What follows belongs to an exercise in optimizing a design on an open flow for small area and a short achievable clock period; a production flow would make more cautious choices. No functional check of the RTL was part of any run shown here. Power is estimated from default activity; no workload was simulated.

==> flow/design.v, too long to show whole: its modules and the start of the top module <==
// module mod3_1: 2168 lines
module mod3_1(
  input clk,
  input reset_n,
  input signed [22:0] a,
  input signed [22:0] b,
  input signed [16:0] c,
  output signed [39:0] y
);
  // ...
==> flow/flow/run.sh <==
#!/bin/bash
# Layout flow: the standard layout (standard.sh) with two changes:
#  1. synthesis runs Yosys's synth with -noabc, so the generic "abc -fast" pass does not
#     restructure the design's adder cells before extract_fa; everything else in the
#     synthesis script (synth_recipe.tcl and ORFS synth.tcl) is unchanged.
#  2. the port buffers that place inserts are sky130_fd_sc_hd__buf_1 (buffer_ports
#     -buffer_cell) instead of the cell buffer_ports picks by default.
set -euo pipefail
work=$PWD
sed 's/synth -nofsm -noshare {\*}\$args/synth -nofsm -noshare -noabc {*}$args/' \
  synth_recipe.tcl > flow_synth.tcl
grep -q -- '-noabc' flow_synth.tcl
bash standard.sh "SYNTH_SCRIPT=$work/flow_synth.tcl" \
  "BUFFER_PORTS_ARGS=-buffer_cell ${PORT_BUF:-sky130_fd_sc_hd__buf_1}" finish \
  > flow_make.log 2>&1
==> flow/standard.sh <==
#!/bin/bash
# synth_recipe.tcl (not shown) runs the flow's synth.tcl, then flattens the netlist and writes it again
# the make line also repeats each setting of config.mk as NAME=value (left out here)
make -C /OpenROAD-flow-scripts/flow DESIGN_CONFIG=/design/flow/config.mk WORK_HOME=/design/flow/orfs CLKGATE_MAP_FILE= SYNTH_SCRIPT=/design/flow/synth_recipe.tcl "${@:-finish}"
==> flow/config.mk <==
export PLATFORM = sky130hd
export DESIGN_NAME = mod3_1
export DESIGN_NICKNAME = mod3_1
export VERILOG_FILES = /design/flow/design.v
export SDC_FILE = /design/flow/constraint.sdc
export NUM_CORES = 4
export LEC_CHECK = 0
export ABC_AREA = 1
export CAP_MARGIN = 20
export CORE_MARGIN = 2
export CORE_UTILIZATION = 40
export SLEW_MARGIN = 20
==> flow/constraint.sdc <==
create_clock -name core_clock -period 7.0 [get_ports {clk}]
set_input_delay 1.4000 -clock core_clock [delete_from_list [all_inputs] [get_ports {clk}]]
set_output_delay 1.4000 -clock core_clock [all_outputs]
set_load 0.01 [all_outputs]
==> out/metrics.cfg, run 1 <==
[sta]
layout_min_cycle_time_ns = 4.66
timing.fmax_mhz = 215
grt_setup_unrepaired = false

[critical_path]
cp_data_required_time_ns = 5.60
r2r_cells = 7
critPathMaxFanout = 5
path_delay_family = simple AND/OR/NAND/NOR gates
arrival_ns = 3.26
cp.depth = 19

[global_routing]
grt_pass1_vias = 10400
grt_use_met2_pct = 31.8

[power_and_ir_drop]
p_int_mw = 4.08
pg_clk_mw = 0.968

[floorplan]
die_area_sq_mm = 0.0359
core_sq_mm = 0.0337
die_height_um = 190
dieWidth_um = 190
start_util_pct = 40.9

[worst_hold_path]
holdPathStages = 0

[cts]
cts-resized-gates = 0
cts_made_buffers = 17
htree_levels = 4

[synth]
muxShareOfSynthArea_pct = 0.164
synth.ff_latch_count = 156
synth.avg_cell_area_sq_um = 9.84

[cells_and_area]
nFlopsAndLatches = 156
largest_register_ffs = 40
multiInputGateArea_sq_mm = 0.00967
syn2layout_area_growth_pct = 8.84

[status]
status = complete, no violations

[routing]
antenna_left = 0

==> run 2, diff against run 1 <==
--- a/flow/design.v
+++ b/flow/design.v
@@ -4,18 +4,20 @@
   input signed [22:0] a,
   input signed [22:0] b,
   input signed [16:0] c,
   output signed [39:0] y
 );
   reg [23:0] d1n, d2n;
   reg r1q, f1q;
   reg [8:0] one_q, two_q, neg_q, onen_q, twon_q;
-  reg [39:0] h0;
-  reg [39:0] h1;
+  reg [7:0] ylo;
+  reg cyq;
+  reg [31:0] h0;
+  reg [31:0] h1;
   reg kq;
   wire kill = ~reset_n | f1q;
   wire [8:0] one_w, two_w, neg_w;
   wire [16:0] c1 = c;
   assign one_w[0] = c1[0] ^ 1'b0;
   assign two_w[0] = (c1[1] & ~c1[0] & ~1'b0) | (~c1[1] & c1[0] & 1'b0);
   assign neg_w[0] = c1[1];
   assign one_w[1] = c1[2] ^ c1[1];
@@ -694,346 +696,162 @@
   wire fp640;
   wire fg641;
   wire fp642;
   wire fg643;
   wire fp644;
   wire fg645;
   wire fp646;
   wire fg647;
-  wire fp648;
-  wire fg649;
-  wire fp650;
-  wire fg651;
-  wire fp652;
-  wire fg653;
-  wire fp654;
-  wire fg655;
-  wire fp656;
-  wire fg657;
-  wire fp658;
-  wire fg659;
-  wire fp660;
-  wire fg661;
-  wire fp662;
-  wire fg663;
-  wire fp664;
-  wire fg665;
-  wire fp666;
-  wire fg667;
-  wire fp668;
-  wire fg669;
-  wire fp670;
-  wire fg671;
-  wire fp672;
-  wire fg673;
-  wire fp674;
-  wire fg675;
-  wire fp676;
-  wire fg677;
-  wire fp678;
-  wire fg679;
-  wire fp680;
-  wire fg681;
-  wire fp682;
-  wire fg683;
-  wire fp684;
-  wire fg685;
-  wire fp686;
-  wire fg687;
-  wire fp688;
-  wire fg689;
-  wire fp690;
-  wire fg691;
-  wire fp692;
-  wire fg693;
-  wire fp694;
-  wire fg695;
-  wire fp696;
-  wire fg697;
-  wire fp698;
-  wire fg699;
-  wire fp700;
-  wire fg701;
-  wire fp702;
-  wire fg703;
-  wire fp704;
-  wire fg705;
-  wire fp706;
-  wire fg707;
-  wire fp708;
-  wire fg709;
-  wire fp710;
-  wire fg711;
-  wire pg712;
-  wire pp713;
-  wire pg714;
-  wire pp715;
-  wire pg716;
-  wire pp717;
-  wire pg718;
-  wire pp719;
-  wire pg720;
-  wire pp721;
-  wire pg722;
-  wire pp723;
-  wire pg724;
-  wire pp725;
-  wire pg726;
-  wire pp727;
-  wire pg728;
-  wire pp729;
-  wire pg730;
-  wire pp731;
-  wire pg732;
-  wire pp733;
-  wire pg734;
-  wire pp735;
-  wire pg736;
-  wire pp737;
-  wire pg738;
-  wire pp739;
-  wire pg740;
-  wire pp741;
-  wire pg742;
-  wire pp743;
-  wire pg744;
-  wire pp745;
-  wire pg746;
-  wire pp747;
-  wire pg748;
-  wire pp749;
-  wire pg750;
-  wire pp751;
-  wire pg752;
-  wire pp753;
-  wire pg754;
-  wire pp755;
-  wire pg756;
-  wire pp757;
-  wire pg758;
-  wire pp759;
-  wire pg760;
-  wire pp761;
-  wire pg762;
-  wire pp763;
-  wire pg764;
-  wire pp765;
-  wire pg766;
-  wire pp767;
-  wire pg768;
-  wire pp769;
-  wire pg770;
-  wire pp771;
-  wire pg772;
-  wire pp773;
-  wire pg774;
-  wire pp775;
-  wire pg776;
-  wire pp777;
-  wire pg778;
-  wire pp779;
-  wire pg780;
-  wire pp781;
-  wire pg782;
-  wire pp783;
-  wire pg784;
-  wire pp785;
-  wire pg786;
-  wire pp787;
-  wire pg788;
-  wire pp789;
-  wire pg790;
-  wire pp791;
-  wire pg792;
-  wire pp793;
-  wire pg794;
-  wire pp795;
-  wire pg796;
-  wire pp797;
-  wire pg798;
-  wire pp799;
-  wire pg800;
-  wire pp801;
-  wire pg802;
-  wire pp803;
-  wire pg804;
-  wire pp805;
-  wire pg806;
-  wire pp807;
-  wire pg808;
-  wire pp809;
-  wire pg810;
-  wire pp811;
-  wire pg812;
-  wire pp813;
-  wire pg814;
-  wire pp815;
-  wire pg816;
-  wire pp817;
-  wire pg818;
-  wire pp819;
-  wire pg820;
-  wire pp821;
-  wire pg822;
-  wire pp823;
-  wire pg824;
-  wire pp825;
-  wire pg826;
-  wire pp827;
-  wire pg828;
-  wire pp829;
-  wire pg830;
-  wire pp831;
-  wire pg832;
-  wire pp833;
-  wire pg834;
-  wire pp835;
-  wire pg836;
-  wire pp837;
-  wire pg838;
-  wire pp839;
-  wire pg840;
-  wire pp841;
-  wire pg842;
-  wire pp843;
-  wire pg844;
-  wire pp845;
-  wire pg846;
-  wire pp847;
-  wire pg848;
-  wire pp849;
-  wire pg850;
-  wire pp851;
-  wire pg852;
-  wire pp853;
-  wire pg854;
-  wire pp855;
-  wire sp856;
-  wire sg857;
-  wire sp858;
-  wire sg859;
-  wire sp860;
-  wire sg861;
-  wire sp862;
-  wire sg863;
-  wire sp864;
-  wire sg865;
-  wire sp866;
-  wire sg867;
-  wire sp868;
-  wire sg869;
-  wire sp870;
-  wire sg871;
-  wire sp872;
-  wire sg873;
-  wire sp874;
-  wire sg875;
-  wire sp876;
-  wire sg877;
-  wire sp878;
-  wire sg879;
-  wire sp880;
-  wire sg881;
-  wire sp882;
-  wire sg883;
-  wire sp884;
-  wire sg885;
-  wire sp886;
-  wire sg887;
-  wire sp888;
-  wire sg889;
-  wire sp890;
-  wire sg891;
-  wire sp892;
-  wire sg893;
-  wire sp894;
-  wire sg895;
-  wire sp896;
-  wire sg897;
-  wire sp898;
-  wire sg899;
-  wire sp900;
-  wire sg901;
-  wire sp902;
-  wire sg903;
-  wire pg904;
-  wire pp905;
-  wire pg906;
-  wire pp907;
-  wire pg908;
-  wire pp909;
-  wire pg910;
-  wire pp911;
-  wire pg912;
-  wire pp913;
-  wire pg914;
-  wire pp915;
-  wire pg916;
-  wire pp917;
-  wire pg918;
-  wire pp919;
-  wire pg920;
-  wire pp921;
-  wire pg922;
-  wire pp923;
-  wire pg924;
-  wire pp925;
-  wire pg926;
-  wire pp927;
-  wire pg928;
-  wire pp929;
-  wire pg930;
-  wire pp931;
-  wire pg932;
-  wire pp933;
-  wire pg934;
-  wire pp935;
-  wire pg936;
-  wire pp937;
-  wire pg938;
-  wire pp939;
-  wire pg940;
-  wire pp941;
-  wire pg942;
-  wire pp943;
-  wire pg944;
-  wire pp945;
-  wire pg946;
-  wire pp947;
-  wire pg948;
-  wire pp949;
-  wire pg950;
-  wire pp951;
-  wire pg952;
-  wire pp953;
-  wire pg954;
-  wire pp955;
-  wire pg956;
-  wire pp957;
-  wire pg958;
-  wire pp959;
-  wire pg960;
-  wire pp961;
-  wire pg962;
-  wire pp963;
-  wire pg964;
-  wire pp965;
-  wire pg966;
-  wire pp967;
-  wire pg968;
-  wire pp969;
-  wire pg970;
-  wire pp971;
-  wire pg972;
-  wire pp973;
-  wire pg974;
-  wire pp975;
-  wire pg976;
-  wire pp977;
+  wire pg648;
+  wire pp649;
+  wire pg650;
+  wire pp651;
+  wire pg652;
+  wire pp653;
+  wire pg654;
+  wire pp655;
+  wire pg656;
+  wire pp657;
+  wire pg658;
+  wire pp659;
+  wire pg660;
+  wire pp661;
+  wire pg662;
+  wire pp663;
+  wire pg664;
+  wire pp665;
+  wire pg666;
+  wire pp667;
+  wire pg668;
+  wire pp669;
+  wire pg670;
+  wire pp671;
+  wire sp675;
+  wire sg676;
+  wire sp677;
+  wire sg678;
+  wire sp679;
+  wire sg680;
+  wire sp681;
+  wire sg682;
+  wire sp683;
+  wire sg684;
+  wire sp685;
+  wire sg686;
+  wire sp687;
+  wire sg688;
+  wire sp689;
+  wire sg690;
+  wire sp691;
+  wire sg692;
+  wire sp693;
+  wire sg694;
+  wire sp695;
+  wire sg696;
+  wire sp697;
+  wire sg698;
+  wire sp699;
+  wire sg700;
+  wire sp701;
+  wire sg702;
+  wire sp703;
+  wire sg704;
+  wire sp705;
+  wire sg706;
+  wire sp707;
+  wire sg708;
+  wire sp709;
+  wire sg710;
+  wire sp711;
+  wire sg712;
+  wire sp713;
+  wire sg714;
+  wire sp715;
+  wire sg716;
+  wire sp717;
+  wire sg718;
+  wire sp719;
+  wire sg720;
+  wire sp721;
+  wire sg722;
+  wire pg723;
+  wire pp724;
+  wire pg725;
+  wire pp726;
+  wire pg727;
+  wire pp728;
+  wire pg729;
+  wire pp730;
+  wire pg731;
+  wire pp732;
+  wire pg733;
+  wire pp734;
+  wire pg735;
+  wire pp736;
+  wire pg737;
+  wire pp738;
+  wire pg739;
+  wire pp740;
+  wire pg741;
+  wire pp742;
+  wire pg743;
+  wire pp744;
+  wire pg745;
+  wire pp746;
+  wire pg747;
+  wire pp748;
+  wire pg749;
+  wire pp750;
+  wire pg751;
+  wire pp752;
+  wire pg753;
+  wire pp754;
+  wire pg755;
+  wire pp756;
+  wire pg757;
+  wire pp758;
+  wire pg759;
+  wire pp760;
+  wire pg761;
+  wire pp762;
+  wire pg763;
+  wire pp764;
+  wire pg765;
+  wire pp766;
+  wire pg767;
+  wire pp768;
+  wire pg769;
+  wire pp770;
+  wire pg771;
+  wire pp772;
+  wire pg773;
+  wire pp774;
+  wire pg775;
+  wire pp776;
+  wire pg777;
+  wire pp778;
+  wire pg779;
+  wire pp780;
+  wire pg781;
+  wire pp782;
+  wire pg783;
+  wire pp784;
+  wire pg785;
+  wire pp786;
+  wire pg787;
+  wire pp788;
+  wire pg789;
+  wire pp790;
+  wire pg791;
+  wire pp792;
+  wire pg793;
+  wire pp794;
+  wire pg795;
+  wire pp796;
   assign pp1 = ((one0 & ~d2n[0])) ^ neg0;
   assign pp2 = ((one0 & ~d2n[1]) | (two0 & ~d2n[0])) ^ neg0;
   assign pp3 = ((one0 & ~d2n[2]) | (two0 & ~d2n[1])) ^ neg0;
   assign pp4 = ((one0 & ~d2n[3]) | (two0 & ~d2n[2])) ^ neg0;
   assign pp5 = ((one0 & ~d2n[4]) | (two0 & ~d2n[3])) ^ neg0;
   assign pp6 = ((one0 & ~d2n[5]) | (two0 & ~d2n[4])) ^ neg0;
   assign pp7 = ((one0 & ~d2n[6]) | (two0 & ~d2n[5])) ^ neg0;
   assign pp8 = ((one0 & ~d2n[7]) | (two0 & ~d2n[6])) ^ neg0;
@@ -1655,514 +1473,329 @@
   assign s624 = s484 ^ co549 ^ s550;
   assign co625 = (s484 & co549) | (s484 & s550) | (co549 & s550);
   assign s626 = co485 ^ s552 ^ co551;
   assign co627 = (co485 & s552) | (co485 & co551) | (s552 & co551);
   assign s628 = pp199 ^ co553 ^ s554;
   assign co629 = (pp199 & co553) | (pp199 & s554) | (co553 & s554);
   assign s630 = ci233 ^ co555;
   assign co631 = ci233 & co555;
-  assign sp856 = ~(a[0] ^ b[0]);
-  assign sg857 = a[0] | ~b[0];
-  assign sp858 = ~(a[1] ^ b[1]);
-  assign sg859 = a[1] & ~b[1];
-  assign sp860 = ~(a[2] ^ b[2]);
-  assign sg861 = a[2] & ~b[2];
-  assign sp862 = ~(a[3] ^ b[3]);
-  assign sg863 = a[3] & ~b[3];
-  assign sp864 = ~(a[4] ^ b[4]);
-  assign sg865 = a[4] & ~b[4];
-  assign sp866 = ~(a[5] ^ b[5]);
-  assign sg867 = a[5] & ~b[5];
-  assign sp868 = ~(a[6] ^ b[6]);
-  assign sg869 = a[6] & ~b[6];
-  assign sp870 = ~(a[7] ^ b[7]);
-  assign sg871 = a[7] & ~b[7];
-  assign sp872 = ~(a[8] ^ b[8]);
-  assign sg873 = a[8] & ~b[8];
-  assign sp874 = ~(a[9] ^ b[9]);
-  assign sg875 = a[9] & ~b[9];
-  assign sp876 = ~(a[10] ^ b[10]);
-  assign sg877 = a[10] & ~b[10];
-  assign sp878 = ~(a[11] ^ b[11]);
-  assign sg879 = a[11] & ~b[11];
-  assign sp880 = ~(a[12] ^ b[12]);
-  assign sg881 = a[12] & ~b[12];
-  assign sp882 = ~(a[13] ^ b[13]);
-  assign sg883 = a[13] & ~b[13];
-  assign sp884 = ~(a[14] ^ b[14]);
-  assign sg885 = a[14] & ~b[14];
-  assign sp886 = ~(a[15] ^ b[15]);
-  assign sg887 = a[15] & ~b[15];
-  assign sp888 = ~(a[16] ^ b[16]);
-  assign sg889 = a[16] & ~b[16];
-  assign sp890 = ~(a[17] ^ b[17]);
-  assign sg891 = a[17] & ~b[17];
-  assign sp892 = ~(a[18] ^ b[18]);
-  assign sg893 = a[18] & ~b[18];
-  assign sp894 = ~(a[19] ^ b[19]);
-  assign sg895 = a[19] & ~b[19];
-  assign sp896 = ~(a[20] ^ b[20]);
-  assign sg897 = a[20] & ~b[20];
-  assign sp898 = ~(a[21] ^ b[21]);
-  assign sg899 = a[21] & ~b[21];
-  assign sp900 = ~(a[22] ^ b[22]);
-  assign sg901 = a[22] & ~b[22];
-  assign sp902 = ~(a[22] ^ b[22]);
-  assign sg903 = a[22] & ~b[22];
-  assign pg904 = sg859 | (sp858 & sg857);
-  assign pp905 = sp858 & sp856;
-  assign pg906 = sg863 | (sp862 & sg861);
-  assign pp907 = sp862 & sp860;
-  assign pg908 = sg867 | (sp866 & sg865);
-  assign pp909 = sp866 & sp864;
-  assign pg910 = sg871 | (sp870 & sg869);
-  assign pp911 = sp870 & sp868;
-  assign pg912 = sg875 | (sp874 & sg873);
-  assign pp913 = sp874 & sp872;
-  assign pg914 = sg879 | (sp878 & sg877);
-  assign pp915 = sp878 & sp876;
-  assign pg916 = sg883 | (sp882 & sg881);
-  assign pp917 = sp882 & sp880;
-  assign pg918 = sg887 | (sp886 & sg885);
-  assign pp919 = sp886 & sp884;
-  assign pg920 = sg891 | (sp890 & sg889);
-  assign pp921 = sp890 & sp888;
-  assign pg922 = sg895 | (sp894 & sg893);
-  assign pp923 = sp894 & sp892;
-  assign pg924 = sg899 | (sp898 & sg897);
-  assign pp925 = sp898 & sp896;
-  assign pg926 = pg906 | (pp907 & pg904);
-  assign pp927 = pp907 & pp905;
-  assign pg928 = pg910 | (pp911 & pg908);
-  assign pp929 = pp911 & pp909;
-  assign pg930 = pg914 | (pp915 & pg912);
-  assign pp931 = pp915 & pp913;
-  assign pg932 = pg918 | (pp919 & pg916);
-  assign pp933 = pp919 & pp917;
-  assign pg934 = pg922 | (pp923 & pg920);
-  assign pp935 = pp923 & pp921;
-  assign pg936 = pg928 | (pp929 & pg926);
-  assign pp937 = pp929 & pp927;
-  assign pg938 = pg932 | (pp933 & pg930);
-  assign pp939 = pp933 & pp931;
-  assign pg940 = pg938 | (pp939 & pg936);
-  assign pp941 = pp939 & pp937;
-  assign pg942 = pg930 | (pp931 & pg936);
-  assign pp943 = pp931 & pp937;
-  assign pg944 = pg934 | (pp935 & pg940);
-  assign pp945 = pp935 & pp941;
-  assign pg946 = pg908 | (pp909 & pg926);
-  assign pp947 = pp909 & pp927;
-  assign pg948 = pg912 | (pp913 & pg936);
-  assign pp949 = pp913 & pp937;
-  assign pg950 = pg916 | (pp917 & pg942);
-  assign pp951 = pp917 & pp943;
-  assign pg952 = pg920 | (pp921 & pg940);
-  assign pp953 = pp921 & pp941;
-  assign pg954 = pg924 | (pp925 & pg944);
-  assign pp955 = pp925 & pp945;
-  assign pg956 = sg861 | (sp860 & pg904);
-  assign pp957 = sp860 & pp905;
-  assign pg958 = sg865 | (sp864 & pg926);
-  assign pp959 = sp864 & pp927;
-  assign pg960 = sg869 | (sp868 & pg946);
-  assign pp961 = sp868 & pp947;
-  assign pg962 = sg873 | (sp872 & pg936);
-  assign pp963 = sp872 & pp937;
-  assign pg964 = sg877 | (sp876 & pg948);
-  assign pp965 = sp876 & pp949;
-  assign pg966 = sg881 | (sp880 & pg942);
-  assign pp967 = sp880 & pp943;
-  assign pg968 = sg885 | (sp884 & pg950);
-  assign pp969 = sp884 & pp951;
-  assign pg970 = sg889 | (sp888 & pg940);
-  assign pp971 = sp888 & pp941;
-  assign pg972 = sg893 | (sp892 & pg952);
-  assign pp973 = sp892 & pp953;
-  assign pg974 = sg897 | (sp896 & pg944);
-  assign pp975 = sp896 & pp945;
-  assign pg976 = sg901 | (sp900 & pg954);
-  assign pp977 = sp900 & pp955;
-  assign dsub[0] = ~sp856;
-  assign dsub[1] = sp858 ^ sg857;
-  assign dsub[2] = sp860 ^ pg904;
-  assign dsub[3] = sp862 ^ pg956;
-  assign dsub[4] = sp864 ^ pg926;
-  assign dsub[5] = sp866 ^ pg958;
-  assign dsub[6] = sp868 ^ pg946;
-  assign dsub[7] = sp870 ^ pg960;
-  assign dsub[8] = sp872 ^ pg936;
-  assign dsub[9] = sp874 ^ pg962;
-  assign dsub[10] = sp876 ^ pg948;
-  assign dsub[11] = sp878 ^ pg964;
-  assign dsub[12] = sp880 ^ pg942;
-  assign dsub[13] = sp882 ^ pg966;
-  assign dsub[14] = sp884 ^ pg950;
-  assign dsub[15] = sp886 ^ pg968;
-  assign dsub[16] = sp888 ^ pg940;
-  assign dsub[17] = sp890 ^ pg970;
-  assign dsub[18] = sp892 ^ pg952;
-  assign dsub[19] = sp894 ^ pg972;
-  assign dsub[20] = sp896 ^ pg944;
-  assign dsub[21] = sp898 ^ pg974;
-  assign dsub[22] = sp900 ^ pg954;
-  assign dsub[23] = sp902 ^ pg976;
-  wire [39:0] h0_d, h1_d;
-  assign h0_d[0] = neg0;
-  assign h1_d[0] = pp1;
-  assign h0_d[1] = pp2;
-  assign h1_d[1] = 1'b0;
-  assign h0_d[2] = s556;
-  assign h1_d[2] = pp26;
-  assign h0_d[3] = co557;
-  assign h1_d[3] = s558;
-  assign h0_d[4] = co559;
-  assign h1_d[4] = s560;
-  assign h0_d[5] = co561;
-  assign h1_d[5] = s562;
-  assign h0_d[6] = co563;
-  assign h1_d[6] = s564;
-  assign h0_d[7] = co565;
-  assign h1_d[7] = s566;
-  assign h0_d[8] = co567;
-  assign h1_d[8] = s568;
-  assign h0_d[9] = co569;
-  assign h1_d[9] = s570;
-  assign h0_d[10] = co571;
-  assign h1_d[10] = s572;
-  assign h0_d[11] = co573;
-  assign h1_d[11] = s574;
-  assign h0_d[12] = co575;
-  assign h1_d[12] = s576;
-  assign h0_d[13] = co577;
-  assign h1_d[13] = s578;
-  assign h0_d[14] = co579;
-  assign h1_d[14] = s580;
-  assign h0_d[15] = co581;
-  assign h1_d[15] = s582;
-  assign h0_d[16] = co583;
-  assign h1_d[16] = s584;
-  assign h0_d[17] = co585;
-  assign h1_d[17] = s586;
-  assign h0_d[18] = co587;
-  assign h1_d[18] = s588;
-  assign h0_d[19] = co589;
-  assign h1_d[19] = s590;
-  assign h0_d[20] = co591;
-  assign h1_d[20] = s592;
-  assign h0_d[21] = co593;
-  assign h1_d[21] = s594;
-  assign h0_d[22] = co595;
-  assign h1_d[22] = s596;
-  assign h0_d[23] = co597;
-  assign h1_d[23] = s598;
-  assign h0_d[24] = co599;
-  assign h1_d[24] = s600;
-  assign h0_d[25] = co601;
-  assign h1_d[25] = s602;
-  assign h0_d[26] = co603;
-  assign h1_d[26] = s604;
-  assign h0_d[27] = co605;
-  assign h1_d[27] = s606;
-  assign h0_d[28] = co607;
-  assign h1_d[28] = s608;
-  assign h0_d[29] = co609;
-  assign h1_d[29] = s610;
-  assign h0_d[30] = co611;
-  assign h1_d[30] = s612;
-  assign h0_d[31] = co613;
-  assign h1_d[31] = s614;
-  assign h0_d[32] = co615;
-  assign h1_d[32] = s616;
-  assign h0_d[33] = co617;
-  assign h1_d[33] = s618;
-  assign h0_d[34] = co619;
-  assign h1_d[34] = s620;
-  assign h0_d[35] = co621;
-  assign h1_d[35] = s622;
-  assign h0_d[36] = co623;
-  assign h1_d[36] = s624;
-  assign h0_d[37] = co625;
-  assign h1_d[37] = s626;
-  assign h0_d[38] = co627;
-  assign h1_d[38] = s628;
-  assign h0_d[39] = co629;
-  assign h1_d[39] = s630;
-  assign fp632 = h0[0] ^ h1[0];
-  assign fg633 = h0[0] & h1[0];
-  assign fp634 = h0[1];
+  assign sp675 = ~(a[0] ^ b[0]);
+  assign sg676 = a[0] | ~b[0];
+  assign sp677 = ~(a[1] ^ b[1]);
+  assign sg678 = a[1] & ~b[1];
+  assign sp679 = ~(a[2] ^ b[2]);
+  assign sg680 = a[2] & ~b[2];
+  assign sp681 = ~(a[3] ^ b[3]);
+  assign sg682 = a[3] & ~b[3];
+  assign sp683 = ~(a[4] ^ b[4]);
+  assign sg684 = a[4] & ~b[4];
+  assign sp685 = ~(a[5] ^ b[5]);
+  assign sg686 = a[5] & ~b[5];
+  assign sp687 = ~(a[6] ^ b[6]);
+  assign sg688 = a[6] & ~b[6];
+  assign sp689 = ~(a[7] ^ b[7]);
+  assign sg690 = a[7] & ~b[7];
+  assign sp691 = ~(a[8] ^ b[8]);
+  assign sg692 = a[8] & ~b[8];
+  assign sp693 = ~(a[9] ^ b[9]);
+  assign sg694 = a[9] & ~b[9];
+  assign sp695 = ~(a[10] ^ b[10]);
+  assign sg696 = a[10] & ~b[10];
+  assign sp697 = ~(a[11] ^ b[11]);
+  assign sg698 = a[11] & ~b[11];
+  assign sp699 = ~(a[12] ^ b[12]);
+  assign sg700 = a[12] & ~b[12];
+  assign sp701 = ~(a[13] ^ b[13]);
+  assign sg702 = a[13] & ~b[13];
+  assign sp703 = ~(a[14] ^ b[14]);
+  assign sg704 = a[14] & ~b[14];
+  assign sp705 = ~(a[15] ^ b[15]);
+  assign sg706 = a[15] & ~b[15];
+  assign sp707 = ~(a[16] ^ b[16]);
+  assign sg708 = a[16] & ~b[16];
+  assign sp709 = ~(a[17] ^ b[17]);
+  assign sg710 = a[17] & ~b[17];
+  assign sp711 = ~(a[18] ^ b[18]);
+  assign sg712 = a[18] & ~b[18];
+  assign sp713 = ~(a[19] ^ b[19]);
+  assign sg714 = a[19] & ~b[19];
+  assign sp715 = ~(a[20] ^ b[20]);
+  assign sg716 = a[20] & ~b[20];
+  assign sp717 = ~(a[21] ^ b[21]);
+  assign sg718 = a[21] & ~b[21];
+  assign sp719 = ~(a[22] ^ b[22]);
+  assign sg720 = a[22] & ~b[22];
+  assign sp721 = ~(a[22] ^ b[22]);
+  assign sg722 = a[22] & ~b[22];
+  assign pg723 = sg678 | (sp677 & sg676);
+  assign pp724 = sp677 & sp675;
+  assign pg725 = sg682 | (sp681 & sg680);
+  assign pp726 = sp681 & sp679;
+  assign pg727 = sg686 | (sp685 & sg684);
+  assign pp728 = sp685 & sp683;
+  assign pg729 = sg690 | (sp689 & sg688);
+  assign pp730 = sp689 & sp687;
+  assign pg731 = sg694 | (sp693 & sg692);
+  assign pp732 = sp693 & sp691;
+  assign pg733 = sg698 | (sp697 & sg696);
+  assign pp734 = sp697 & sp695;
+  assign pg735 = sg702 | (sp701 & sg700);
+  assign pp736 = sp701 & sp699;
+  assign pg737 = sg706 | (sp705 & sg704);
+  assign pp738 = sp705 & sp703;
+  assign pg739 = sg710 | (sp709 & sg708);
+  assign pp740 = sp709 & sp707;
+  assign pg741 = sg714 | (sp713 & sg712);
+  assign pp742 = sp713 & sp711;
+  assign pg743 = sg718 | (sp717 & sg716);
+  assign pp744 = sp717 & sp715;
+  assign pg745 = pg725 | (pp726 & pg723);
+  assign pp746 = pp726 & pp724;
+  assign pg747 = pg729 | (pp730 & pg727);
+  assign pp748 = pp730 & pp728;
+  assign pg749 = pg733 | (pp734 & pg731);
+  assign pp750 = pp734 & pp732;
+  assign pg751 = pg737 | (pp738 & pg735);
+  assign pp752 = pp738 & pp736;
+  assign pg753 = pg741 | (pp742 & pg739);
+  assign pp754 = pp742 & pp740;
+  assign pg755 = pg747 | (pp748 & pg745);
+  assign pp756 = pp748 & pp746;
+  assign pg757 = pg751 | (pp752 & pg749);
+  assign pp758 = pp752 & pp750;
+  assign pg759 = pg757 | (pp758 & pg755);
+  assign pp760 = pp758 & pp756;
+  assign pg761 = pg749 | (pp750 & pg755);
+  assign pp762 = pp750 & pp756;
+  assign pg763 = pg753 | (pp754 & pg759);
+  assign pp764 = pp754 & pp760;
+  assign pg765 = pg727 | (pp728 & pg745);
+  assign pp766 = pp728 & pp746;
+  assign pg767 = pg731 | (pp732 & pg755);
+  assign pp768 = pp732 & pp756;
+  assign pg769 = pg735 | (pp736 & pg761);
+  assign pp770 = pp736 & pp762;
+  assign pg771 = pg739 | (pp740 & pg759);
+  assign pp772 = pp740 & pp760;
+  assign pg773 = pg743 | (pp744 & pg763);
+  assign pp774 = pp744 & pp764;
+  assign pg775 = sg680 | (sp679 & pg723);
+  assign pp776 = sp679 & pp724;
+  assign pg777 = sg684 | (sp683 & pg745);
+  assign pp778 = sp683 & pp746;
+  assign pg779 = sg688 | (sp687 & pg765);
+  assign pp780 = sp687 & pp766;
+  assign pg781 = sg692 | (sp691 & pg755);
+  assign pp782 = sp691 & pp756;
+  assign pg783 = sg696 | (sp695 & pg767);
+  assign pp784 = sp695 & pp768;
+  assign pg785 = sg700 | (sp699 & pg761);
+  assign pp786 = sp699 & pp762;
+  assign pg787 = sg704 | (sp703 & pg769);
+  assign pp788 = sp703 & pp770;
+  assign pg789 = sg708 | (sp707 & pg759);
+  assign pp790 = sp707 & pp760;
+  assign pg791 = sg712 | (sp711 & pg771);
+  assign pp792 = sp711 & pp772;
+  assign pg793 = sg716 | (sp715 & pg763);
+  assign pp794 = sp715 & pp764;
+  assign pg795 = sg720 | (sp719 & pg773);
+  assign pp796 = sp719 & pp774;
+  assign dsub[0] = ~sp675;
+  assign dsub[1] = sp677 ^ sg676;
+  assign dsub[2] = sp679 ^ pg723;
+  assign dsub[3] = sp681 ^ pg775;
+  assign dsub[4] = sp683 ^ pg745;
+  assign dsub[5] = sp685 ^ pg777;
+  assign dsub[6] = sp687 ^ pg765;
+  assign dsub[7] = sp689 ^ pg779;
+  assign dsub[8] = sp691 ^ pg755;
+  assign dsub[9] = sp693 ^ pg781;
+  assign dsub[10] = sp695 ^ pg767;
+  assign dsub[11] = sp697 ^ pg783;
+  assign dsub[12] = sp699 ^ pg761;
+  assign dsub[13] = sp701 ^ pg785;
+  assign dsub[14] = sp703 ^ pg769;
+  assign dsub[15] = sp705 ^ pg787;
+  assign dsub[16] = sp707 ^ pg759;
+  assign dsub[17] = sp709 ^ pg789;
+  assign dsub[18] = sp711 ^ pg771;
+  assign dsub[19] = sp713 ^ pg791;
+  assign dsub[20] = sp715 ^ pg763;
+  assign dsub[21] = sp717 ^ pg793;
+  assign dsub[22] = sp719 ^ pg773;
+  assign dsub[23] = sp721 ^ pg795;
+  assign fp632 = neg0 ^ pp1;
+  assign fg633 = neg0 & pp1;
+  assign fp634 = pp2;
   assign fg635 = 1'b0;
-  assign fp636 = h0[2] ^ h1[2];
-  assign fg637 = h0[2] & h1[2];
-  assign fp638 = h0[3] ^ h1[3];
-  assign fg639 = h0[3] & h1[3];
-  assign fp640 = h0[4] ^ h1[4];
-  assign fg641 = h0[4] & h1[4];
-  assign fp642 = h0[5] ^ h1[5];
-  assign fg643 = h0[5] & h1[5];
-  assign fp644 = h0[6] ^ h1[6];
-  assign fg645 = h0[6] & h1[6];
-  assign fp646 = h0[7] ^ h1[7];
-  assign fg647 = h0[7] & h1[7];
-  assign fp648 = h0[8] ^ h1[8];
-  assign fg649 = h0[8] & h1[8];
-  assign fp650 = h0[9] ^ h1[9];
-  assign fg651 = h0[9] & h1[9];
-  assign fp652 = h0[10] ^ h1[10];
-  assign fg653 = h0[10] & h1[10];
-  assign fp654 = h0[11] ^ h1[11];
-  assign fg655 = h0[11] & h1[11];
-  assign fp656 = h0[12] ^ h1[12];
-  assign fg657 = h0[12] & h1[12];
-  assign fp658 = h0[13] ^ h1[13];
-  assign fg659 = h0[13] & h1[13];
-  assign fp660 = h0[14] ^ h1[14];
-  assign fg661 = h0[14] & h1[14];
-  assign fp662 = h0[15] ^ h1[15];
-  assign fg663 = h0[15] & h1[15];
-  assign fp664 = h0[16] ^ h1[16];
-  assign fg665 = h0[16] & h1[16];
-  assign fp666 = h0[17] ^ h1[17];
-  assign fg667 = h0[17] & h1[17];
-  assign fp668 = h0[18] ^ h1[18];
-  assign fg669 = h0[18] & h1[18];
-  assign fp670 = h0[19] ^ h1[19];
-  assign fg671 = h0[19] & h1[19];
-  assign fp672 = h0[20] ^ h1[20];
-  assign fg673 = h0[20] & h1[20];
-  assign fp674 = h0[21] ^ h1[21];
-  assign fg675 = h0[21] & h1[21];
-  assign fp676 = h0[22] ^ h1[22];
-  assign fg677 = h0[22] & h1[22];
-  assign fp678 = h0[23] ^ h1[23];
-  assign fg679 = h0[23] & h1[23];
-  assign fp680 = h0[24] ^ h1[24];
-  assign fg681 = h0[24] & h1[24];
-  assign fp682 = h0[25] ^ h1[25];
-  assign fg683 = h0[25] & h1[25];
-  assign fp684 = h0[26] ^ h1[26];
-  assign fg685 = h0[26] & h1[26];
-  assign fp686 = h0[27] ^ h1[27];
-  assign fg687 = h0[27] & h1[27];
-  assign fp688 = h0[28] ^ h1[28];
-  assign fg689 = h0[28] & h1[28];
-  assign fp690 = h0[29] ^ h1[29];
-  assign fg691 = h0[29] & h1[29];
-  assign fp692 = h0[30] ^ h1[30];
-  assign fg693 = h0[30] & h1[30];
-  assign fp694 = h0[31] ^ h1[31];
-  assign fg695 = h0[31] & h1[31];
-  assign fp696 = h0[32] ^ h1[32];
-  assign fg697 = h0[32] & h1[32];
-  assign fp698 = h0[33] ^ h1[33];
-  assign fg699 = h0[33] & h1[33];
-  assign fp700 = h0[34] ^ h1[34];
-  assign fg701 = h0[34] & h1[34];
-  assign fp702 = h0[35] ^ h1[35];
-  assign fg703 = h0[35] & h1[35];
-  assign fp704 = h0[36] ^ h1[36];
-  assign fg705 = h0[36] & h1[36];
-  assign fp706 = h0[37] ^ h1[37];
-  assign fg707 = h0[37] & h1[37];
-  assign fp708 = h0[38] ^ h1[38];
-  assign fg709 = h0[38] & h1[38];
-  assign fp710 = h0[39] ^ h1[39];
-  assign fg711 = h0[39] & h1[39];
-  assign pg712 = fg635 | (fp634 & fg633);
-  assign pp713 = fp634 & fp632;
-  assign pg714 = fg639 | (fp638 & fg637);
-  assign pp715 = fp638 & fp636;
-  assign pg716 = fg643 | (fp642 & fg641);
-  assign pp717 = fp642 & fp640;
-  assign pg718 = fg647 | (fp646 & fg645);
-  assign pp719 = fp646 & fp644;
-  assign pg720 = fg651 | (fp650 & fg649);
-  assign pp721 = fp650 & fp648;
-  assign pg722 = fg655 | (fp654 & fg653);
-  assign pp723 = fp654 & fp652;
-  assign pg724 = fg659 | (fp658 & fg657);
-  assign pp725 = fp658 & fp656;
-  assign pg726 = fg663 | (fp662 & fg661);
-  assign pp727 = fp662 & fp660;
-  assign pg728 = fg667 | (fp666 & fg665);
-  assign pp729 = fp666 & fp664;
-  assign pg730 = fg671 | (fp670 & fg669);
-  assign pp731 = fp670 & fp668;
-  assign pg732 = fg675 | (fp674 & fg673);
-  assign pp733 = fp674 & fp672;
-  assign pg734 = fg679 | (fp678 & fg677);
-  assign pp735 = fp678 & fp676;
-  assign pg736 = fg683 | (fp682 & fg681);
-  assign pp737 = fp682 & fp680;
-  assign pg738 = fg687 | (fp686 & fg685);
-  assign pp739 = fp686 & fp684;
-  assign pg740 = fg691 | (fp690 & fg689);
-  assign pp741 = fp690 & fp688;
-  assign pg742 = fg695 | (fp694 & fg693);
-  assign pp743 = fp694 & fp692;
-  assign pg744 = fg699 | (fp698 & fg697);
-  assign pp745 = fp698 & fp696;
-  assign pg746 = fg703 | (fp702 & fg701);
-  assign pp747 = fp702 & fp700;
-  assign pg748 = fg707 | (fp706 & fg705);
-  assign pp749 = fp706 & fp704;
-  assign pg750 = fg711 | (fp710 & fg709);
-  assign pp751 = fp710 & fp708;
-  assign pg752 = pg714 | (pp715 & pg712);
-  assign pp753 = pp715 & pp713;
-  assign pg754 = pg718 | (pp719 & pg716);
-  assign pp755 = pp719 & pp717;
-  assign pg756 = pg722 | (pp723 & pg720);
-  assign pp757 = pp723 & pp721;
-  assign pg758 = pg726 | (pp727 & pg724);
-  assign pp759 = pp727 & pp725;
-  assign pg760 = pg730 | (pp731 & pg728);
-  assign pp761 = pp731 & pp729;
-  assign pg762 = pg734 | (pp735 & pg732);
-  assign pp763 = pp735 & pp733;
-  assign pg764 = pg738 | (pp739 & pg736);
-  assign pp765 = pp739 & pp737;
-  assign pg766 = pg742 | (pp743 & pg740);
-  assign pp767 = pp743 & pp741;
-  assign pg768 = pg746 | (pp747 & pg744);
-  assign pp769 = pp747 & pp745;
-  assign pg770 = pg750 | (pp751 & pg748);
-  assign pp771 = pp751 & pp749;
-  assign pg772 = pg754 | (pp755 & pg752);
-  assign pp773 = pp755 & pp753;
-  assign pg774 = pg758 | (pp759 & pg756);
-  assign pp775 = pp759 & pp757;
-  assign pg776 = pg762 | (pp763 & pg760);
-  assign pp777 = pp763 & pp761;
-  assign pg778 = pg766 | (pp767 & pg764);
-  assign pp779 = pp767 & pp765;
-  assign pg780 = pg770 | (pp771 & pg768);
-  assign pp781 = pp771 & pp769;
-  assign pg782 = pg774 | (pp775 & pg772);
-  assign pp783 = pp775 & pp773;
-  assign pg784 = pg778 | (pp779 & pg776);
-  assign pp785 = pp779 & pp777;
-  assign pg786 = pg784 | (pp785 & pg782);
-  assign pp787 = pp785 & pp783;
-  assign pg788 = pg776 | (pp777 & pg782);
-  assign pp789 = pp777 & pp783;
-  assign pg790 = pg780 | (pp781 & pg786);
-  assign pp791 = pp781 & pp787;
-  assign pg792 = pg756 | (pp757 & pg772);
-  assign pp793 = pp757 & pp773;
-  assign pg794 = pg760 | (pp761 & pg782);
-  assign pp795 = pp761 & pp783;
-  assign pg796 = pg764 | (pp765 & pg788);
-  assign pp797 = pp765 & pp789;
-  assign pg798 = pg768 | (pp769 & pg786);
-  assign pp799 = pp769 & pp787;
-  assign pg800 = pg716 | (pp717 & pg752);
-  assign pp801 = pp717 & pp753;
-  assign pg802 = pg720 | (pp721 & pg772);
-  assign pp803 = pp721 & pp773;
-  assign pg804 = pg724 | (pp725 & pg792);
-  assign pp805 = pp725 & pp793;
-  assign pg806 = pg728 | (pp729 & pg782);
-  assign pp807 = pp729 & pp783;
-  assign pg808 = pg732 | (pp733 & pg794);
-  assign pp809 = pp733 & pp795;
-  assign pg810 = pg736 | (pp737 & pg788);
-  assign pp811 = pp737 & pp789;
-  assign pg812 = pg740 | (pp741 & pg796);
-  assign pp813 = pp741 & pp797;
-  assign pg814 = pg744 | (pp745 & pg786);
-  assign pp815 = pp745 & pp787;
-  assign pg816 = pg748 | (pp749 & pg798);
-  assign pp817 = pp749 & pp799;
-  assign pg818 = fg637 | (fp636 & pg712);
-  assign pp819 = fp636 & pp713;
-  assign pg820 = fg641 | (fp640 & pg752);
-  assign pp821 = fp640 & pp753;
-  assign pg822 = fg645 | (fp644 & pg800);
-  assign pp823 = fp644 & pp801;
-  assign pg824 = fg649 | (fp648 & pg772);
-  assign pp825 = fp648 & pp773;
-  assign pg826 = fg653 | (fp652 & pg802);
-  assign pp827 = fp652 & pp803;
-  assign pg828 = fg657 | (fp656 & pg792);
-  assign pp829 = fp656 & pp793;
-  assign pg830 = fg661 | (fp660 & pg804);
-  assign pp831 = fp660 & pp805;
-  assign pg832 = fg665 | (fp664 & pg782);
-  assign pp833 = fp664 & pp783;
-  assign pg834 = fg669 | (fp668 & pg806);
-  assign pp835 = fp668 & pp807;
-  assign pg836 = fg673 | (fp672 & pg794);
-  assign pp837 = fp672 & pp795;
-  assign pg838 = fg677 | (fp676 & pg808);
-  assign pp839 = fp676 & pp809;
-  assign pg840 = fg681 | (fp680 & pg788);
-  assign pp841 = fp680 & pp789;
-  assign pg842 = fg685 | (fp684 & pg810);
-  assign pp843 = fp684 & pp811;
-  assign pg844 = fg689 | (fp688 & pg796);
-  assign pp845 = fp688 & pp797;
-  assign pg846 = fg693 | (fp692 & pg812);
-  assign pp847 = fp692 & pp813;
-  assign pg848 = fg697 | (fp696 & pg786);
-  assign pp849 = fp696 & pp787;
-  assign pg850 = fg701 | (fp700 & pg814);
-  assign pp851 = fp700 & pp815;
-  assign pg852 = fg705 | (fp704 & pg798);
-  assign pp853 = fp704 & pp799;
-  assign pg854 = fg709 | (fp708 & pg816);
-  assign pp855 = fp708 & pp817;
+  assign fp636 = s556 ^ pp26;
+  assign fg637 = s556 & pp26;
+  assign fp638 = co557 ^ s558;
+  assign fg639 = co557 & s558;
+  assign fp640 = co559 ^ s560;
+  assign fg641 = co559 & s560;
+  assign fp642 = co561 ^ s562;
+  assign fg643 = co561 & s562;
+  assign fp644 = co563 ^ s564;
+  assign fg645 = co563 & s564;
+  assign fp646 = co565 ^ s566;
+  assign fg647 = co565 & s566;
+  assign pg648 = fg635 | (fp634 & fg633);
+  assign pp649 = fp634 & fp632;
+  assign pg650 = fg639 | (fp638 & fg637);
+  assign pp651 = fp638 & fp636;
+  assign pg652 = fg643 | (fp642 & fg641);
+  assign pp653 = fp642 & fp640;
+  assign pg654 = fg647 | (fp646 & fg645);
+  assign pp655 = fp646 & fp644;
+  assign pg656 = fg637 | (fp636 & pg648);
+  assign pp657 = fp636 & pp649;
+  assign pg658 = pg650 | (pp651 & pg648);
+  assign pp659 = pp651 & pp649;
+  assign pg660 = fg645 | (fp644 & pg652);
+  assign pp661 = fp644 & pp653;
+  assign pg662 = pg654 | (pp655 & pg652);
+  assign pp663 = pp655 & pp653;
+  assign pg664 = fg641 | (fp640 & pg658);
+  assign pp665 = fp640 & pp659;
+  assign pg666 = pg652 | (pp653 & pg658);
+  assign pp667 = pp653 & pp659;
+  assign pg668 = pg660 | (pp661 & pg658);
+  assign pp669 = pp661 & pp659;
+  assign pg670 = pg662 | (pp663 & pg658);
+  assign pp671 = pp663 & pp659;
+  wire [7:0] ylo_d;
+  assign ylo_d[0] = fp632;
+  assign ylo_d[1] = fp634 ^ fg633;
+  assign ylo_d[2] = fp636 ^ pg648;
+  assign ylo_d[3] = fp638 ^ pg656;
+  assign ylo_d[4] = fp640 ^ pg658;
+  assign ylo_d[5] = fp642 ^ pg664;
+  assign ylo_d[6] = fp644 ^ pg666;
+  assign ylo_d[7] = fp646 ^ pg668;
+  wire [31:0] h0_d, h1_d;
+  assign h0_d[0] = co567;
+  assign h1_d[0] = s568;
+  assign h0_d[1] = co569;
+  assign h1_d[1] = s570;
+  assign h0_d[2] = co571;
+  assign h1_d[2] = s572;
+  assign h0_d[3] = co573;
+  assign h1_d[3] = s574;
+  assign h0_d[4] = co575;
+  assign h1_d[4] = s576;
+  assign h0_d[5] = co577;
+  assign h1_d[5] = s578;
+  assign h0_d[6] = co579;
+  assign h1_d[6] = s580;
+  assign h0_d[7] = co581;
+  assign h1_d[7] = s582;
+  assign h0_d[8] = co583;
+  assign h1_d[8] = s584;
+  assign h0_d[9] = co585;
+  assign h1_d[9] = s586;
+  assign h0_d[10] = co587;
+  assign h1_d[10] = s588;
+  assign h0_d[11] = co589;
+  assign h1_d[11] = s590;
+  assign h0_d[12] = co591;
+  assign h1_d[12] = s592;
+  assign h0_d[13] = co593;
+  assign h1_d[13] = s594;
+  assign h0_d[14] = co595;
+  assign h1_d[14] = s596;
+  assign h0_d[15] = co597;
+  assign h1_d[15] = s598;
+  assign h0_d[16] = co599;
+  assign h1_d[16] = s600;
+  assign h0_d[17] = co601;
+  assign h1_d[17] = s602;
+  assign h0_d[18] = co603;
+  assign h1_d[18] = s604;
+  assign h0_d[19] = co605;
+  assign h1_d[19] = s606;
+  assign h0_d[20] = co607;
+  assign h1_d[20] = s608;
+  assign h0_d[21] = co609;
+  assign h1_d[21] = s610;
+  assign h0_d[22] = co611;
+  assign h1_d[22] = s612;
+  assign h0_d[23] = co613;
+  assign h1_d[23] = s614;
+  assign h0_d[24] = co615;
+  assign h1_d[24] = s616;
+  assign h0_d[25] = co617;
+  assign h1_d[25] = s618;
+  assign h0_d[26] = co619;
+  assign h1_d[26] = s620;
+  assign h0_d[27] = co621;
+  assign h1_d[27] = s622;
+  assign h0_d[28] = co623;
+  assign h1_d[28] = s624;
+  assign h0_d[29] = co625;
+  assign h1_d[29] = s626;
+  assign h0_d[30] = co627;
+  assign h1_d[30] = s628;
+  assign h0_d[31] = co629;
+  assign h1_d[31] = s630;
+  wire [32:0] ax672, bx673, sm674;
+  assign ax672 = {1'b0, h0[31], h0[30], h0[29], h0[28], h0[27], h0[26], h0[25], h0[24], h0[23], h0[22], h0[21], h0[20], h0[19], h0[18], h0[17], h0[16], h0[15], h0[14], h0[13], h0[12], h0[11], h0[10], h0[9], h0[8], h0[7], h0[6], h0[5], h0[4], h0[3], h0[2], h0[1], h0[0]};
+  assign bx673 = {1'b0, h1[31], h1[30], h1[29], h1[28], h1[27], h1[26], h1[25], h1[24], h1[23], h1[22], h1[21], h1[20], h1[19], h1[18], h1[17], h1[16], h1[15], h1[14], h1[13], h1[12], h1[11], h1[10], h1[9], h1[8], h1[7], h1[6], h1[5], h1[4], h1[3], h1[2], h1[1], h1[0]};
+  assign sm674 = ax672 + bx673 + cyq;
   wire [39:0] sum;
-  assign sum[0] = fp632;
-  assign sum[1] = fp634 ^ fg633;
-  assign sum[2] = fp636 ^ pg712;
-  assign sum[3] = fp638 ^ pg818;
-  assign sum[4] = fp640 ^ pg752;
-  assign sum[5] = fp642 ^ pg820;
-  assign sum[6] = fp644 ^ pg800;
-  assign sum[7] = fp646 ^ pg822;
-  assign sum[8] = fp648 ^ pg772;
-  assign sum[9] = fp650 ^ pg824;
-  assign sum[10] = fp652 ^ pg802;
-  assign sum[11] = fp654 ^ pg826;
-  assign sum[12] = fp656 ^ pg792;
-  assign sum[13] = fp658 ^ pg828;
-  assign sum[14] = fp660 ^ pg804;
-  assign sum[15] = fp662 ^ pg830;
-  assign sum[16] = fp664 ^ pg782;
-  assign sum[17] = fp666 ^ pg832;
-  assign sum[18] = fp668 ^ pg806;
-  assign sum[19] = fp670 ^ pg834;
-  assign sum[20] = fp672 ^ pg794;
-  assign sum[21] = fp674 ^ pg836;
-  assign sum[22] = fp676 ^ pg808;
-  assign sum[23] = fp678 ^ pg838;
-  assign sum[24] = fp680 ^ pg788;
-  assign sum[25] = fp682 ^ pg840;
-  assign sum[26] = fp684 ^ pg810;
-  assign sum[27] = fp686 ^ pg842;
-  assign sum[28] = fp688 ^ pg796;
-  assign sum[29] = fp690 ^ pg844;
-  assign sum[30] = fp692 ^ pg812;
-  assign sum[31] = fp694 ^ pg846;
-  assign sum[32] = fp696 ^ pg786;
-  assign sum[33] = fp698 ^ pg848;
-  assign sum[34] = fp700 ^ pg814;
-  assign sum[35] = fp702 ^ pg850;
-  assign sum[36] = fp704 ^ pg798;
-  assign sum[37] = fp706 ^ pg852;
-  assign sum[38] = fp708 ^ pg816;
-  assign sum[39] = fp710 ^ pg854;
+  assign sum[0] = ylo[0];
+  assign sum[1] = ylo[1];
+  assign sum[2] = ylo[2];
+  assign sum[3] = ylo[3];
+  assign sum[4] = ylo[4];
+  assign sum[5] = ylo[5];
+  assign sum[6] = ylo[6];
+  assign sum[7] = ylo[7];
+  assign sum[8] = sm674[0];
+  assign sum[9] = sm674[1];
+  assign sum[10] = sm674[2];
+  assign sum[11] = sm674[3];
+  assign sum[12] = sm674[4];
+  assign sum[13] = sm674[5];
+  assign sum[14] = sm674[6];
+  assign sum[15] = sm674[7];
+  assign sum[16] = sm674[8];
+  assign sum[17] = sm674[9];
+  assign sum[18] = sm674[10];
+  assign sum[19] = sm674[11];
+  assign sum[20] = sm674[12];
+  assign sum[21] = sm674[13];
+  assign sum[22] = sm674[14];
+  assign sum[23] = sm674[15];
+  assign sum[24] = sm674[16];
+  assign sum[25] = sm674[17];
+  assign sum[26] = sm674[18];
+  assign sum[27] = sm674[19];
+  assign sum[28] = sm674[20];
+  assign sum[29] = sm674[21];
+  assign sum[30] = sm674[22];
+  assign sum[31] = sm674[23];
+  assign sum[32] = sm674[24];
+  assign sum[33] = sm674[25];
+  assign sum[34] = sm674[26];
+  assign sum[35] = sm674[27];
+  assign sum[36] = sm674[28];
+  assign sum[37] = sm674[29];
+  assign sum[38] = sm674[30];
+  assign sum[39] = sm674[31];
   assign y = sum & {40{~kq}};
   always @(posedge clk) begin
     d1n <= ~dsub;
     r1q <= ~reset_n;
     d2n <= d1n;
     f1q <= ~reset_n | r1q;
     onen_q <= ~one_w;
     twon_q <= ~two_w;
     neg_q <= neg_w;
+    ylo <= ylo_d;
+    cyq <= pg670;
     h0 <= h0_d;
     h1 <= h1_d;
     kq <= kill;
   end
 endmodule
==> out/metrics.cfg, run 2 <==
[sta]
maxSlewViolCount = 0
skew_ns = 0.00955
worst_pin_slew_ns = 1.20
tns_ns = 0
max_slew_margin_pct = 19.9
post-route-period-util_pct = 59.5
grt_setup_unrepaired = false
layout_min_cycle_time_ns = 4.17  ; -0.490 ns
setup_viol = 0
timing.fmax_mhz = 240  ; +12%
whs_ns = 0.323
hold_viol = 0

[critical_path]
cp-start-kind = flip-flop
critPathMaxFanout = 4  ; -1
worst_setup_path_end_kind = output pin
arrival_ns = 2.77  ; -0.49 ns
r2r-start = twon_q[2]
crit_start = cyq
cp_data_required_time_ns = 5.60  ; about the same
crit_type = reg2out

[synth]
synthCells = 1695
synthTopCellsByCount = nand2_1, xor2_1, inv_1
yosysWarnings = 1
synth_ff_type = dfxtp_1
synth_top_area_share_pct = 24.2
synth.avg_cell_area_sq_um = 8.64  ; -12%
yosysTopAreaCell = fa_1
synth_area_leaders = fa_1, dfxtp_1, xor2_1
synth_seq_area_share_pct = 20.5
syn-num-nets = 2035
synth.ff_latch_count = 150  ; -3.8%
async_flop_share_pct = 0
synth_edf_count = 0
ys_types = 30
synth_area_sq_mm = 0.0146
synth.most_common_cell = nand2_1

[cells_and_area]
syn2layout_area_growth_pct = 8.02
seq_area_sq_mm = 0.00301
final_cell_mix = nand2_1, xor2_1, inv_1
nNetsFinal = 2046
multiInputGateArea_sq_mm = 0.0104  ; +7.3%
insertedDiodeCount = 0
layout-drive-gt1-share_pct = 4.89
reg.largest.list = h0 (32), h1 (32)
final_common_cell = nand2_1
fillCellCount = 3582

[cts]
cts-resized-gates = 0  ; unchanged
cts_made_buffers = 17  ; unchanged
tritoncts = done
htree_levels = 4  ; unchanged
holdBufCountCts = 0
insertion_delay_ns = 0.44
numClockSinks = 150
cts_root_buf = clkbuf_16
post-cts-setup-buffers = 0
clkTransAtPathRegs_ns = 0.07
clock_path_buffers = 2

[global_routing]
grt_pass1_wl_um = 61800
antenna_found_initial = 0
gr-total-overflow = 0
grt_max_degree = 30
grt_pass1_vias = 11400  ; +10%
grt_usage_pct = 20.4

[floorplan]
dieWidth_um = 195  ; +3.1%
core_sq_mm = 0.0363  ; +7.9%
die_height_um = 195  ; +3.1%
start_util_pct = 40.3  ; -0.57 points
die_area_sq_mm = 0.0382  ; +6.2%
io_pins = 105
rows = 70

[routing]
wl_um = 37800
vias = 11400
dr.pass1.iters = 5
antenna_left = 0  ; unchanged
wl_per_cell_um = 17.3
routed_via_density = 5.21
drtIter0Drc = 1029
drc = 0

[status]
status = complete, no violations

[power_and_ir_drop]
netSwitchingPower_mw = 4.10
power_mw = 8.38
p_int_mw = 4.28  ; +5.0%
pwr-share-clk_pct = 12.0
power_density_mw_per_mm2 = 530
power_leakage_nw = 7.38
vdd_ir_drop_max_v = 0.000201
swShare_pct = 48.9
p_comb_share_pct = 68.6
p_seq_share_pct = 19.4

[flow_run]
drv_cap = 0

[placement]
io_buffers = 104
hpwl_um = 28300
gp_congestion = 0.909

[worst_hold_path]
hold_start = d1n[10]
hp-class = reg2reg

## run 2: cell types whose count changed after synthesis, sizes merged, moves of 7 or more
| cell | previous run | this run |
|---|---|---|
| nand2 | 98 | 252 |
| inv | 129 | 200 |
| a21oi | 25 | 58 |
| nand3 | 14 | 34 |
| nor2 | 90 | 110 |
| buf | 31 | 48 |
| clkbuf | 90 | 73 |
| xnor2 | 31 | 15 |
| fa | 192 | 177 |
| o21ai | 9 | 24 |
| and2 | 0 | 7 |
## run 2: final timing paths
kind | cells after the start | to | slack [ns]
setup / recovery | 12 | y[28] | 2.83
hold / removal | 0 | d2n[10] | 0.32
setup reg to reg | 9 | h1[18] | 3.24
hold reg to reg | 0 | d2n[10] | 0.32
## run 2: worst max-delay path, cell delays in order, from the launching register on
cell	delay (ns)
dfxtp_1	0.31
fa_1	0.49
fa_1	0.47
nand3_1	0.12
nand3_1	0.15
nand3_1	0.11
nand3_1	0.15
nand2_1	0.10
nand2_1	0.07
nand2_1	0.06
nand2_1	0.05
nor2_1	0.11
buf_1	0.16
## run 2: logic make-up after synthesis
family	count (synthesis)	share of synthesized area (%)
and+or+nand+nor	420	12.0
buffers and inverters	321	8.64
AOI/OAI and AO/OA	281	11.4
adders and majority gates	275	32.6
xor gates and xnor gates	247	14.8
DFF	150	20.5
muxes	1	0.0769
## run 2: power by group through the flow
stage                     clock network [mW]  logic, mW  registers (mW)
final                                   1.00       5.75            1.63
after global routing                    1.06       6.65            1.66
after CTS                               1.03       5.77            1.62
after detailed placement                   0       5.75            1.63
after global placement                     0       5.52            1.63
after floorplan                            0       4.31            1.37
## run 2: cell type report
| cell class | count | share of cell area, % |
|---|---|---|
| clock buffers | 17 | 2.69 |
| flip-flops and latches | 150 | 19.0 |
| clock inverters | 15 | 1.37 |
| well taps | 468 | 3.70 |
| repair buffers | 113 | 2.89 |
| inverters | 200 | 4.74 |
| multi-input cells | 1224 | 65.6 |
## run 2: per-layer routing
metal	track usage [%]	part of all wire, %
met2	31.2	44
met1	29.5	47
met5	0	0
met4	5.68	1.3
met3	3.80	8.5
## run 2: per-stage QoR
step	setup slack [ns]	util [%]	instance area (sq um)	instances
detailed placement	3.27	41.8	15200	2155
finish	2.83	43.5	15800	2187
CTS	2.79	43.5	15800	2187
global placement	3.30	41.8	15200	2155
floorplan	3.62	-	14600	1695
global route	2.57	43.5	15800	2187

[what the ideal ports hide]
No port has a modelled driver above. Below, the same layouts with a new extraction and two added sets of constraints. Step 1 sets driving cells, clkbuf_16 on the clock port and buf_2 on the other inputs (assumed; they add their load-dependent delay and slew). Step 2 moves the port delays by t, midway between the first and last clock arrival at a register: inputs arrive t later, outputs are due t later. That takes back most of the time a late clock gives input paths. a / b / c = ideal / step 1 / step 2; a / b = the first two.
run | t, ns | setup WS [ns] | worst slew at a driven data input, ns
run 1 | 0.479 | 2.343 / 2.295 / 2.774 | 0.06
run 2 | 0.483 | 2.833 / 2.785 / 3.243 | 0.04
After both steps every run listed still meets setup and hold.
